Context: an optimization exercise on an open-source flow, tuned for small area. The choices shown serve that exercise and are no tape-out recipe. In this exercise RTL edits were held to simulation tests only and were not proved equivalent to the original. No activity file was given, so power comes from the tool's default toggle rates.

$ cat run.sh
#!/bin/bash
# synth_recipe.tcl (not shown) runs the flow's synth.tcl, then flattens the netlist and writes it again
# the make line also repeats each setting of config.mk as NAME=value (left out here)
make -C /OpenROAD-flow-scripts/flow DESIGN_CONFIG=/design/flow/config.mk WORK_HOME=/design/flow/orfs CLKGATE_MAP_FILE= SYNTH_SCRIPT=/design/flow/synth_recipe.tcl finish
$ cat config.mk
export PLATFORM = sky130hd
export DESIGN_NAME = top_counter_up_down
export DESIGN_NICKNAME = top_counter_up_down
export VERILOG_FILES = /design/flow/design.v
export SDC_FILE = /design/flow/constraint.sdc
export NUM_CORES = 4
export LEC_CHECK = 0
export CAP_MARGIN = 20
export CORE_MARGIN = 2
export CORE_UTILIZATION = 40
export SLEW_MARGIN = 20
$ cat constraint.sdc
create_clock -name core_clock -period 90.0 [get_ports {clk}]
set_input_delay 18.0000 -clock core_clock [delete_from_list [all_inputs] [get_ports {clk}]]
set_output_delay 18.0000 -clock core_clock [all_outputs]
set_load 0.01 [all_outputs]
$ cat design.v
`timescale 1ns / 1ps
module uart (
    input        clk,
    input        reset,
    input        br_tick,
    output       tx,
    output [7:0] rx_data,
    output       rx_done,
    input        rx
);
    reg [7:0] p;
    reg [7:0] rd;
    wire r_idle = (p == 8'd0);
    assign rx_done = (p == 8'd160);
    assign rx_data = rd;
    wire r_sample = br_tick & (p[3:0] == 4'hf) & (p[7:4] != 4'd0) & (p[7:4] != 4'd9);
    always @(posedge clk, posedge reset) begin
        if (reset) begin
            p <= 8'd0;
        end else if (r_idle | rx_done) begin
            p <= rx ? 8'd0 : 8'd8;
        end else if (br_tick) begin
            p <= p + 8'd1;
        end
    end
    always @(posedge clk) begin
        if ((r_idle | rx_done) & ~rx) rd <= 8'd0;
        else if (r_sample) rd <= {rx, rd[7:1]};
    end
    localparam T_DONE = 8'd160, T_IDLE = 8'd161, T_LOAD = 8'd255;
    reg [7:0] q;
    reg [7:0] td;
    wire t_frame = (q < 8'd160);
    wire t_shift = br_tick & (q[3:0] == 4'hf) & (q[7:4] != 4'd0) & (q[7:4] != 4'd9);
    always @(posedge clk, posedge reset) begin
        if (reset) begin
            q <= T_IDLE;
        end else if (q == T_IDLE) begin
            if (rx_done) q <= T_LOAD;
        end else if (q == T_LOAD) begin
            q <= 8'd0;
        end else if (q == T_DONE) begin
            q <= T_IDLE;
        end else if (br_tick) begin
            q <= q + 8'd1;
        end
    end
    always @(posedge clk) begin
        if (q == T_LOAD) td <= rd;
        else if (t_shift) td <= {1'b0, td[7:1]};
    end
    assign tx = (q[7:4] == 4'd0) ? 1'b0 : t_frame ? (q[7:4] == 4'd9 ? 1'b1 : td[0]) : 1'b1;
endmodule
`timescale 1ns / 1ps
module top_counter_up_down (
    input        clk,
    input        reset,
    output [3:0] fndCom,
    output [7:0] fndFont,
    output       tx,
    input        rx
);
    wire        br_tick, scan_tick;
    wire [7:0]  rx_data;
    wire        rx_done;
    wire        en, clear, mode;
    wire [15:0] bcd;
    tick_gen U_TickGen (
        .clk      (clk),
        .reset    (reset),
        .br_tick  (br_tick),
        .scan_tick(scan_tick)
    );
    uart U_uart (
        .clk    (clk),
        .reset  (reset),
        .br_tick(br_tick),
        .tx     (tx),
        .rx_data(rx_data),
        .rx_done(rx_done),
        .rx     (rx)
    );
    control_unit U_ControlUnit (
        .clk    (clk),
        .reset  (reset),
        .rx_data(rx_data),
        .rx_done(rx_done),
        .en     (en),
        .clear  (clear),
        .mode   (mode)
    );
    counter_bcd U_Counter (
        .clk  (clk),
        .reset(reset),
        .en   (en),
        .clear(clear),
        .mode (mode),
        .bcd  (bcd)
    );
    fndController U_FndController (
        .clk      (clk),
        .reset    (reset),
        .scan_tick(scan_tick),
        .bcd      (bcd),
        .fndCom   (fndCom),
        .fndFont  (fndFont)
    );
endmodule
module control_unit (
    input            clk,
    input            reset,
    input      [7:0] rx_data,
    input            rx_done,
    output           en,
    output           clear,
    output reg       mode
);
    localparam STOP = 2'd0, RUN = 2'd1, CLEAR = 2'd2;
    reg [1:0] state;
    wire hi  = (rx_data[7:6] == 2'b01);
    wire is_r = hi && (rx_data[4:0] == 5'b10010);
    wire is_c = hi && (rx_data[4:0] == 5'b00011);
    wire is_m = hi && (rx_data[4:0] == 5'b01101);
    assign en    = (state == RUN);
    assign clear = (state == CLEAR);
    always @(posedge clk, posedge reset) begin
        if (reset) begin
            state <= STOP;
            mode  <= 1'b0;
        end else begin
            if (rx_done && is_m) mode <= ~mode;
            case (state)
                STOP: begin
                    if (rx_done && is_r) state <= RUN;
                    else if (rx_done && is_c) state <= CLEAR;
                end
                RUN: if (rx_done && is_r) state <= STOP;
                default: state <= STOP;
            endcase
        end
    end
endmodule
module counter_bcd (
    input             clk,
    input             reset,
    input             en,
    input             clear,
    input             mode,
    output reg [15:0] bcd
);
    reg [4:0] div;
    wire tick = (div == 5'd25);
    always @(posedge clk, posedge reset) begin
        if (reset) begin
            div <= 5'd0;
        end else if (clear) begin
            div <= 5'd0;
        end else if (en) begin
            div <= tick ? 5'd1 : div + 5'd1;
        end
    end
    wire step = en & tick;
    wire [3:0] d0 = bcd[3:0], d1 = bcd[7:4], d2 = bcd[11:8], d3 = bcd[15:12];
    wire l0 = mode ? (d0 == 4'd0) : (d0 == 4'd9);
    wire l1 = mode ? (d1 == 4'd0) : (d1 == 4'd9);
    wire l2 = mode ? (d2 == 4'd0) : (d2 == 4'd9);
    function [3:0] nxt(input [3:0] d, input dn);
        if (dn) nxt = (d == 4'd0) ? 4'd9 : d - 4'd1;
        else    nxt = (d == 4'd9) ? 4'd0 : d + 4'd1;
    endfunction
    always @(posedge clk, posedge reset) begin
        if (reset) begin
            bcd <= 16'd0;
        end else if (clear) begin
            bcd <= 16'd0;
        end else if (step) begin
            bcd[3:0] <= nxt(d0, mode);
            if (l0) bcd[7:4] <= nxt(d1, mode);
            if (l0 & l1) bcd[11:8] <= nxt(d2, mode);
            if (l0 & l1 & l2) bcd[15:12] <= nxt(d3, mode);
        end
    end
endmodule
`timescale 1ns / 1ps
module tick_gen (
    input  clk,
    input  reset,
    output br_tick,
    output scan_tick
);
    reg [3:0] c;
    always @(posedge clk, posedge reset) begin
        if (reset) c <= 4'd15;
        else if (c == 4'd9) c <= 4'd0;
        else if (c == 4'd15) c <= 4'd1;
        else c <= c + 4'd1;
    end
    assign scan_tick = (c == 4'd0);
    assign br_tick   = (c == 4'd0) | (c == 4'd5);
endmodule
module fndController (
    input         clk,
    input         reset,
    input         scan_tick,
    input  [15:0] bcd,
    output [ 3:0] fndCom,
    output [ 7:0] fndFont
);
    reg [1:0] sel;
    always @(posedge clk, posedge reset) begin
        if (reset) sel <= 2'd0;
        else if (scan_tick) sel <= sel + 2'd1;
    end
    assign fndCom = ~(4'b0001 << sel);
    reg [3:0] dig;
    always @(*) begin
        case (sel)
            2'd0: dig = bcd[3:0];
            2'd1: dig = bcd[7:4];
            2'd2: dig = bcd[11:8];
            default: dig = bcd[15:12];
        endcase
    end
    wire w = dig[3], x = dig[2], y = dig[1], z = dig[0];
    wire a_off = (~w & ~x & ~y & z) | (x & ~y & ~z);
    wire b_off = x & (y ^ z);
    wire c_off = ~x & y & ~z;
    wire d_off = a_off | (x & y & z);
    wire e_off = z | (x & ~y);
    wire f_off = (y & z) | (~w & ~x & (y | z));
    wire g_off = (~w & ~x & ~y) | (x & y & z);
    wire ones_lt5 = ~bcd[3] & ~(bcd[2] & (bcd[1] | bcd[0]));
    wire dp = ~((sel == 2'd1) & ones_lt5);
    assign fndFont = {dp, g_off, f_off, e_off, d_off, c_off, b_off, a_off};
endmodule
==> impl_metrics.json <==
{
  "status": "no timing/DRC/antenna violations",
  "hold_buffers": 0,
  "slew_headroom_pct": 29.3,
  "required_ns": 72.00,
  "floorplan.initialDensity_pct": 41.3,
  "ctsResizeCount": 0,
  "num_rows": 36,
  "path_buf_inv": 2,
  "num_antenna_cells": 0,
  "grt_pass1_vias": 2981,
  "yosysWarnings": 5,
  "seq_power_share_pct": 52.8,
  "drive_gt1_share_pct": 11.2,
  "syn_area_um2": 4060,
  "ys_types": 66,
  "hp-class": "flop to flop",
  "place_hpwl_um": 5480,
  "dr.pass1.iters": 5,
  "syn_to_final_growth_pct": 8.29,
  "grt_overflow": 0,
  "dp.cells": 554,
  "cts_buffers": 9,
  "root_buffer": "clkbuf_8",
  "antenna_found_initial": 0,
  "path_delay_family": "buffers and inverters",
  "finalMaxSlewViolations": 0,
  "hold_ws_ns": 0.497,
  "htreeDepth": 3,
  "worst_path_max_delay_cell": "clkdlybuf4s50_1",
  "io_buffers": 15,
  "layout_common_cells": "dfrtp_1 (39), nor2_1 (39), inv_1 (28), a21oi_1 (27), o21ai_0 (25)",
  "critPathLaunchType": "flop",
  "ys_async_sr_fraction_pct": 74.2,
  "power_density_nw_per_um2": 12.4,
  "fin_nets": 456,
  "rsz0062_at_grt": "false",
  "power_frac_comb_pct": 1.5,
  "p_leak_nw": 1.80,
  "die_y_um": 105,
  "fill_cells": 967,
  "synth_nets": 464,
  "ys_seq_area_share_pct": 38.5,
  "crit_type": "flop to output pin",
  "netlist_instances": 440,
  "track_usage_pct": 15.4,
  "fp.dieW_um": 105,
  "finalHoldViolCount": 0,
  "clock_path_buffers": 2,
  "gp_congestion": 0.797,
  "clk_latency_ns": 0.34,
  "switching_share_pct": 23.6,
  "final_cells": 570,
  "grt_pass1_wl_um": 14000,
  "finalCoreUtilization_pct": 44.8,
  "dr.first_iter.drc_count": 154,
  "worst_pin_slew_ns": 1.05,
  "syn_area_per_cell_um2": 9.22,
  "routed_wl_um": 7970,
  "p_clk_share_pct": 45.8,
  "ioPinCount": 16,
  "power_mw": 0.0543,
  "die_area_um2": 11000,
  "tns_ns": 0,
  "period_minus_slack_ns": 20.76,
  "avgRoutedWirePerCell_um": 14.0,
  "intPower_mw": 0.0415,
  "core_area_um2": 9820,
  "fin_ws_ns": 69.24,
  "cp_cell_sequence": "inv_1 > ha_1 > a222oi_1 > and3b_1 > a21oi_1 > or2_2 > a31oi_1 > clkdlybuf4s50_1",
  "antenna_left": 0,
  "vias_per_cell": 5.46,
  "setup_viol": 0,
  "timing.critical_path.arrival_ns": 2.76,
  "min_period_over_period_pct": 23.1,
  "clock-sinks": 62,
  "route.detailed.drc": 0,
  "synth_edf_count": 8,
  "pre_cts_slack_ns": 69.61,
  "post_dp_cell_area_um2": 4200,
  "ys_seq_elements": 62,
  "fmax_ghz": 0.0482,
  "final_area_um2": 4390,
  "peakVddDrop_mv": 0.00965,
  "synth_flop_cell": "dfrtp_1",
  "worst_setup_path_end_kind": "output pin",
  "switchingPower_mw": 0.0128,
  "grt_max_degree": 47,
  "cts_setup_buffers": 0,
  "cap_viol_max_count": 0,
  "critical_path.max_stage_delay_ns": 0.55,
  "final.setup_skew_ns": 0.0109,
  "vias": 3113,
  "path_max_fanout": 5,
  "cts_tree": "done",
  "path_clk_slew_ns": 0.07
}
-- worst min-delay path, stage by stage (launching register included) --
cell and delay, ns:
dfxtp_1 0.32, inv_1 0.07, a21oi_1 0.06
-- synth_stat cells (5+ instances only) --
master	instances	share of area, %
nor2_1	39	3.6
o21a_1	5	0.93
mux2_2	9	2.5
xnor2_1	11	2.4
nand3_1	9	1.1
o21ai_0	25	3.1
nor3_1	9	1.1
nand2_1	23	2.1
xor2_1	11	2.4
a31oi_1	5	0.77
nand2b_1	10	1.5
clkbuf_1	19	1.8
ha_1	21	6.5
inv_1	29	2.7
mux2i_1	12	3.0
buf_4	8	1.5
or2_2	5	0.77
and3_1	5	0.77
dfxtp_1	8	3.9
o31ai_1	5	0.93
dfstp_2	7	4.5
dfrtp_1	39	24
buf_2	5	0.62
nand4_1	6	0.93
nor2b_1	6	0.93
a21oi_1	27	3.3
edfxtp_1	8	5.9
-- final timing paths --
check	start	endpoint	slack, ns	cells after the start
max	U_FndController.sel[1]	fndFont[3]	69.24	8
min in group asynchronous	reset	U_Counter.div[2]	18.10	2
min reg2reg	U_uart.rd[7]	U_uart.rd[7]	0.50	2
min	U_uart.rd[7]	U_uart.rd[7]	0.50	2
max in group asynchronous	reset	U_uart.q[2]	71.41	2
max reg2reg	U_ControlUnit.mode	U_Counter.bcd[13]	87.08	5
-- per-layer routing --
layer	part of all wire [%]	up-vias	GRT usage (%)
met3	2.9	13	3.12
met4	1.7	0	6.95
met2	46	48	24.6
li1	-	1542	-
met5	0	-	0
met1	49	1510	20.2
-- cell families after synthesis --
logic type      Yosys count  synth area share, %
simple gates            149                 20.7
compound gates          100                 16.4
buf+inv                  63                 7.09
flops                    62                 38.5
xor+xnor                 22                 4.75
mux                      22                 5.83
fa+ha+maj                22                 6.72
-- power groups by stage --
stage	Sequential, mW	Combinational [mW]	Clock [mW]
6_report	0.0287	0.000788	0.0249
5_1_grt	0.0287	0.000931	0.0270
4_1_cts	0.0287	0.000835	0.0257
3_5_place_dp	0.0292	0.000833	0
3_3_place_gp	0.0292	0.000824	0
2_1_floorplan	0.0291	0.000558	0
-- cell type report --
| type | count | area, um2 | area share [%] |
|---|---|---|---|
| Clock buffer | 9 | 124 | 2.82 |
| Multi-Input combinational cell | 315 | 2210 | 50.3 |
| Inverter | 29 | 110 | 2.51 |
| Tap cell | 133 | 166 | 3.79 |
| Clock inverter | 7 | 73.8 | 1.68 |
| Timing Repair Buffer | 15 | 150 | 3.42 |
| Sequential cell | 62 | 1560 | 35.5 |
-- sequential cells by signal (all words and copies together), names as in the netlist --
name,flops
U_Counter.bcd,16
U_uart.q,8
U_uart.td,8
U_ControlUnit.state,2
U_uart.rd,8
U_uart.p,8
U_FndController.sel,2
U_ControlUnit.mode,1
U_Counter.div,5
U_TickGen.c,4

[what the ideal ports hide]
The results above use ideal ports. As a check the final layout listed here was re-extracted and re-timed, cells and wires unchanged. Step 1, drivers: a clkbuf_16 drives clk and a buf_2 each remaining input, both assumed. Step 2 also shifts input and output timing later by t, the mid clock arrival at the registers, as if the neighbouring blocks saw the same clock. a / b / c = no drivers / after step 1 / after step 2; a / b = the first two.
t (ns): 0.367
setup slack, ns: 69.245 / 69.215 / 69.582
hold WS [ns]: 0.497 / 0.497 / 0.497
After both steps setup and hold are still met in this run. For this run, drivers alone change the setup slack by -0.030 ns; drivers and shift together by +0.337 ns.
